Source: an optimization exercise on an open RTL-to-GDS flow (aim: small area, a short achievable clock period and few clock cycles per item). Production flows keep margins and buffers that such runs may drop.
Power is estimated from default activity; no workload was simulated.

==> flow/design.v <==
module alu_design(clock,reset,A,B,start_op,op_sel,result,end_op);
	localparam IN_WIDTH = 16;
	localparam OUT_WIDTH = 32;
	localparam OP_WIDTH = 3;
	input logic clock,reset;
	input logic [IN_WIDTH - 1 : 0] A;
	input logic [IN_WIDTH - 1 : 0] B;
	input logic start_op;
	input [OP_WIDTH - 1 : 0] op_sel;
	output logic [OUT_WIDTH - 1 : 0] result;
	output logic end_op;
	logic [1:0] cnt;           
	logic       bp;            
	wire is_mul = op_sel[2] & ~op_sel[0];
	wire is_sub = ~op_sel[2] & op_sel[1] & ~op_sel[0];
	wire first  = (cnt == 2'd0);
	wire last   = (cnt == 2'd3);
	wire [15:0] src = first ? B : result[15:0];
	wire        bm1 = ~first & bp;
	wire one0 = src[0] ^ bm1;
	wire two0 = (src[1] & ~src[0] & ~bm1) | (~src[1] & src[0] & bm1);
	wire one1 = src[2] ^ src[1];
	wire two1 = (src[3] & ~src[2] & ~src[1]) | (~src[3] & src[2] & src[1]);
	wire one0_e = ~is_mul | one0;
	wire two0_e = is_mul & two0;
	wire neg0_e = is_mul & src[1];
	wire one1_e = is_mul & one1;
	wire two1_e = is_mul & two1;
	wire neg1_e = is_mul & src[3];
	wire [16:0] mag0 = ({1'b0, A} & {17{one0_e}}) | ({A, 1'b0} & {17{two0_e}});
	wire [16:0] mag1 = ({1'b0, A} & {17{one1_e}}) | ({A, 1'b0} & {17{two1_e}});
	wire [19:0] row0 = {{3{neg0_e}}, mag0 ^ {17{neg0_e}}};
	wire [19:0] row1 = {neg1_e, mag1 ^ {17{neg1_e}}, 2'b00};
	wire [15:0] hi = first ? 16'd0 : result[31:16];
	wire [19:0] x  = is_mul ? {{4{hi[15]}}, hi} : {4'd0, B ^ {16{is_sub}}};
	wire        fix = is_mul & last & src[3];
	wire [19:0] w  = {A & {16{fix}}, 1'b0, neg1_e, 1'b0, is_mul ? neg0_e : is_sub};
	wire [19:0] s   = x ^ row0 ^ row1;
	wire [19:0] c   = (x & row0) | (x & row1) | (row0 & row1);
	wire [19:0] sum = s + {c[18:0], 1'b0} + w;
	logic [31:0] res_d;
	always_comb begin
		if (op_sel[2])
			res_d = op_sel[0] ? {16'd0, c[15:0]} : {sum, src[15:4]};
		else if (op_sel[1] & op_sel[0])
			res_d = {16'd0, s[15:0]};
		else if (op_sel[1])
			res_d = {{16{~sum[16]}}, sum[15:0]};
		else if (op_sel[0])
			res_d = {15'd0, sum[16:0]};
		else
			res_d = 32'd0;
	end
	always_ff @(posedge clock) begin
		result <= res_d;
		bp     <= src[3];
	end
	always_ff @(posedge clock or posedge reset)
	begin
		if (reset) begin
			end_op <= 1'b0;
			cnt    <= 2'd0;
		end
		else if (start_op) begin
			end_op <= ~is_mul | last;
			cnt    <= is_mul ? cnt + 2'd1 : 2'd0;
		end
		else begin
			end_op <= 1'b0;
			cnt    <= 2'd0;
		end
	end
endmodule
Settings: LEC_CHECK=0, ABC_CLOCK_PERIOD_IN_PS=3500, CAP_MARGIN=20, CORE_MARGIN=2, CORE_UTILIZATION=40, SETUP_SLACK_MARGIN=5, SLEW_MARGIN=20; clock period 8.5 ns.
run.sh (not shown) runs the stock make flow with config.mk's settings and CLKGATE_MAP_FILE= SYNTH_SCRIPT=/design/flow/synth_recipe.tcl, a recipe that flattens the netlist after the stock synthesis.
Then changed:
==> flow/flow/run.sh (new file) <==
#!/bin/bash
# The standard layout, with the port buffers made from the smallest
# buffer cell instead of the flow's default choice.
set -euo pipefail
bash standard.sh BUFFER_PORTS_ARGS="-buffer_cell sky130_fd_sc_hd__buf_1" finish > standard_flow.log 2>&1
==> flow/standard.sh (new file) <==
#!/bin/bash
# synth_recipe.tcl (not shown) runs the flow's synth.tcl, then flattens the netlist and writes it again
# the make line also repeats each setting of config.mk as NAME=value (left out here)
make -C /OpenROAD-flow-scripts/flow DESIGN_CONFIG=/design/flow/config.mk WORK_HOME=/design/flow/orfs CLKGATE_MAP_FILE= SYNTH_SCRIPT=/design/flow/synth_recipe.tcl "${@:-finish}"
Settings changed: ABC_CLOCK_PERIOD_IN_PS 3500 to default, SETUP_SLACK_MARGIN 5 to 3.5.
removed: flow/run.sh
Result: The new run finished with timing, DRC and antenna clean; via count came out lower by a few percent; global-route usage came out lower by 1.9 points; design area came out lower by roughly a tenth.
No run of this note included a check of the RTL's function; only the layout flow was run.


## wip/maple
alu_design, a different RTL version from the one above (not shown whole).
For scale: roughly 430 cells after synthesis, ~36 flip-flops, about 71 I/O pins, about 3600 um^2 of cells after synthesis.
Settings: LEC_CHECK=0, ABC_CLOCK_PERIOD_IN_PS=4500, CAP_MARGIN=20, CORE_MARGIN=2, CORE_UTILIZATION=40, SETUP_SLACK_MARGIN=4, SLEW_MARGIN=20; clock period 8.5 ns.
Stock flow here: none of the scripts above is used.
wip/maple: all stages complete, timing, DRC and antenna checks passed
diff inputs: wip/maple => wip/juniper
Settings: ABC_CLOCK_PERIOD_IN_PS removed (was 4500); SETUP_SLACK_MARGIN removed (was 4).
## What came out
Looking only at share of post-route cells with drive strength above 1, and setting everything else aside, the lower value of wip/juniper and wip/maple goes to wip/juniper.
Taking wip/maple as the reference, in wip/juniper maximum operating frequency lost 27%, post-CTS setup buffer count fell 43, maximum cell stage delay along the critical path moved up.
Modified inputs, wip/onyx compared to wip/juniper
Settings: setting SETUP_SLACK_MARGIN to 5 for the first time; setting ABC_CLOCK_PERIOD_IN_PS to 3500 for the first time.
[summary]
wip/juniper reports its critical-path cell with the highest stage delay as sky130_fd_sc_hd__a21oi_2 while wip/onyx reports sky130_fd_sc_hd__fa_1.
In wip/onyx the final worst slack turned out 1.74 ns higher than in wip/juniper.
wip/juniper reports its end of the critical path as result[31]$_DFF_P_ while wip/onyx reports result[16]$_DFF_P_.
wip/onyx vs wip/juniper — total internal power rose 23%.
Max clock network fraction of design power across wip/onyx and wip/juniper: wip/juniper
Diff wip/juniper -> wip/onyx: final-layout worst hold slack about even; design area rose about 24%; wire length of the first global-routing pass rose about 16%.
No run of this note included a check of the RTL's function; only the layout flow was run.

[what the ideal ports hide]
The flow's constraints put no driver on any port. The routed layouts listed below were extracted and timed again, unchanged, in two steps. Step 1 (the two cells are an assumption about what drives the block):
set clk [get_ports {clock}]
set_driving_cell -lib_cell sky130_fd_sc_hd__clkbuf_16 $clk
set_driving_cell -lib_cell sky130_fd_sc_hd__buf_2 [delete_from_list [all_inputs] $clk]
Step 2 adds t to the input delays and takes it off the output delays; t is the mean of the earliest and latest rising clock arrival at the registers after step 1. Input paths then give back, and output paths get back, about the clock's delay inside the block. Slacks: no drivers / after step 1 / after step 2; pairs: no drivers / after step 1.
run	t (ns)	slack for setup (ns)	latest minus earliest clock arrival (ns)
the first run of note 1	0.331	2.694 / 2.699 / 2.368	0.010 / 0.009
the second run of note 1	0.324	2.774 / 2.770 / 2.446	0.007 / 0.008
wip/maple	0.319	3.660 / 3.651 / 3.332	0.012 / 0.012
wip/juniper	0.326	1.904 / 1.913 / 1.587	0.010 / 0.010
wip/onyx	0.320	3.644 / 3.634 / 3.314	0.009 / 0.009
After both steps setup and hold are still met in every run listed. For wip/onyx, which loses most, drivers alone change the setup slack by -0.010 ns; drivers and shift together by -0.330 ns.
